Source: an optimization exercise on an open RTL-to-GDS flow (aim: a short achievable clock period and few clock cycles). Production flows keep margins and buffers that such runs may drop. Function was checked by simulation only, so behaviour that the tests miss may differ from the original. No activity file was given, so power comes from the tool's default toggle rates.

rev 12:
==> flow/design.v (excerpt) <==
module bitty_cpu(
    input clk,
    input rst,
    output [7:0] imem_addr,
    input [15:0] imem_rdata,
    output [15:0] dmem_addr,
    output [15:0] dmem_wdata,
    output dmem_we,
    input [15:0] dmem_rdata,
    output reg halted
    );
Size in the first run: about 3,100 cells after synthesis, about 360 flip-flops.
export LEC_CHECK = 0
export ABC_AREA = 1
export ABC_CLOCK_PERIOD_IN_PS = 2000
export CAP_MARGIN = 20
export CORE_MARGIN = 2
export CORE_UTILIZATION = 40
export SETUP_SLACK_MARGIN = 3.5
export SLEW_MARGIN = 20
create_clock -name core_clock -period 6.0 [get_ports {clk}]
standard.sh (not shown) runs the stock make flow with config.mk's settings and CLKGATE_MAP_FILE= SYNTH_SCRIPT=/design/flow/synth_recipe.tcl, a recipe that flattens the netlist after the stock synthesis.
==> flow/flow/run.sh <==
#!/bin/bash
# Standard ORFS layout, with the port buffers made from buf_4 cells
# instead of the delay-buffer cell buffer_ports picks on its own.
set -e
cd "$(dirname "$0")/.."
ls -la > files.log
cat standard.sh > standard_sh_copy.log
export BUFFER_PORTS_ARGS="-buffer_cell sky130_fd_sc_hd__buf_4"
bash standard.sh > standard.log 2>&1
Testbench counts of rev 12, summed over its fixed seeds: cycles 75,367.
[inputs] rev 13 vs rev 12
- changing SETUP_SLACK_MARGIN from 3.5 to 4.2
==> flow/run.sh (new file) <==
#!/bin/bash
# synth_recipe.tcl (not shown) runs the flow's synth.tcl, then flattens the netlist and writes it again
# the make line also repeats each setting of config.mk as NAME=value (left out here)
make -C /OpenROAD-flow-scripts/flow DESIGN_CONFIG=/design/flow/config.mk WORK_HOME=/design/flow/orfs CLKGATE_MAP_FILE= SYNTH_SCRIPT=/design/flow/synth_recipe.tcl finish
removed: flow/flow/run.sh
removed: flow/standard.sh
--- outcome ---
- Rev 13 ended with more count of plain and timing-repair buffers than rev 12.
- In terms of cell count after placement, rev 12 and rev 13 differ only marginally.
- From rev 12 to rev 13, average cell area after synthesis did not move at all.
- Rev 13 against rev 12: final critical path time including I/O delays and setup now larger; routed wire length higher; number of setup violations in the final report closely matched the old numbers; global routing usage on met2 shows an increase of 9.8 points; die area ~0 delta.
- Switching power share of the total (lower): rev 12
- Rev 12 has a lower number of clock buffers in the layout than rev 13.

P:
Starting RTL as in the previous note.
==> flow/config.mk <==
export PLATFORM = sky130hd
export DESIGN_NAME = bitty_cpu
export DESIGN_NICKNAME = bitty_cpu
export VERILOG_FILES = /design/flow/design.v
export SDC_FILE = /design/flow/constraint.sdc
export NUM_CORES = 4
export LEC_CHECK = 0
export ABC_AREA = 1
export ABC_CLOCK_PERIOD_IN_PS = 2000
export CAP_MARGIN = 20
export CORE_MARGIN = 2
export CORE_UTILIZATION = 40
export SETUP_SLACK_MARGIN = 4.2
export SLEW_MARGIN = 20
==> flow/constraint.sdc <==
create_clock -name core_clock -period 6.0 [get_ports {clk}]
set_input_delay 1.2000 -clock core_clock [delete_from_list [all_inputs] [get_ports {clk}]]
set_output_delay 1.2000 -clock core_clock [all_outputs]
set_load 0.01 [all_outputs]
==> flow/flow/run.sh <==
#!/bin/bash
# Standard ORFS layout, with the port buffers made from buf_4 cells
# instead of the delay-buffer cell buffer_ports picks on its own.
set -e
cd "$(dirname "$0")/.."
ls -la > files.log
cat standard.sh > standard_sh_copy.log
export BUFFER_PORTS_ARGS="-buffer_cell sky130_fd_sc_hd__buf_4"
bash standard.sh > standard.log 2>&1
Testbench counts of P, summed over its fixed seeds: cycles 75,367.
--- input diff P..R ---
Settings: CORE_UTILIZATION changed from 40 to 55; SETUP_SLACK_MARGIN changed from 4.2 to 3.5.
## What came out
In the metrics for R and P, the one carrying the lower routed wire length is R. Lower non-clock inverter instance count of the final layout goes to R over P. Summary of R over P: shortest clock period the worst path allows after layout shows an increase of 0.12 ns; cell count went down by 407. A critical-path cell with the highest stage delay of dfxtp_4 is what R shows, while a2111oi_2 belongs to P. R did not stop at any stage, and its layout met the timing, design-rule and antenna checks. The part of the power in the clock network reported for R is greater than that of P by 1.7 points. Minimum hold slack, R and P: larger value in R. R reports its beginning of the critical path as replay$_SDFF_PP0_ while P reports e_rx[1]$_DFF_P_. R ends up with a sequential cell area that is 51 µm² lower than in P. Final area: R < P.

separate check: timing with driven ports:
Ports are ideal in the flow. The routed layouts listed here were re-timed in OpenROAD.
Step 1 assumes that a clkbuf_16 drives the clock port and a buf_2 every other input.
Step 2 moves the port delays by t, midway between the first and last clock arrival at a register: inputs arrive t later, outputs are due t later. That takes back most of the time a late clock gives input paths.
a / b / c = ideal ports / drivers / drivers and shift; a / b = the first two.
run | t (ns) | slack for setup (ns) | worst setup path at the end
rev 12 | 0.630 | 3.343 / 3.337 / 2.804 | input to register
rev 13 | 0.647 | 3.334 / 3.346 / 2.699 | input to register
P | 0.645 | 3.416 / 3.414 / 2.794 | input to register
R | 0.635 | 3.296 / 3.296 / 2.701 | input to register
After both steps every run listed still meets setup and hold. The setup slack of rev 13, which loses most, moves by +0.012 ns with the drivers and by -0.635 ns with both steps.
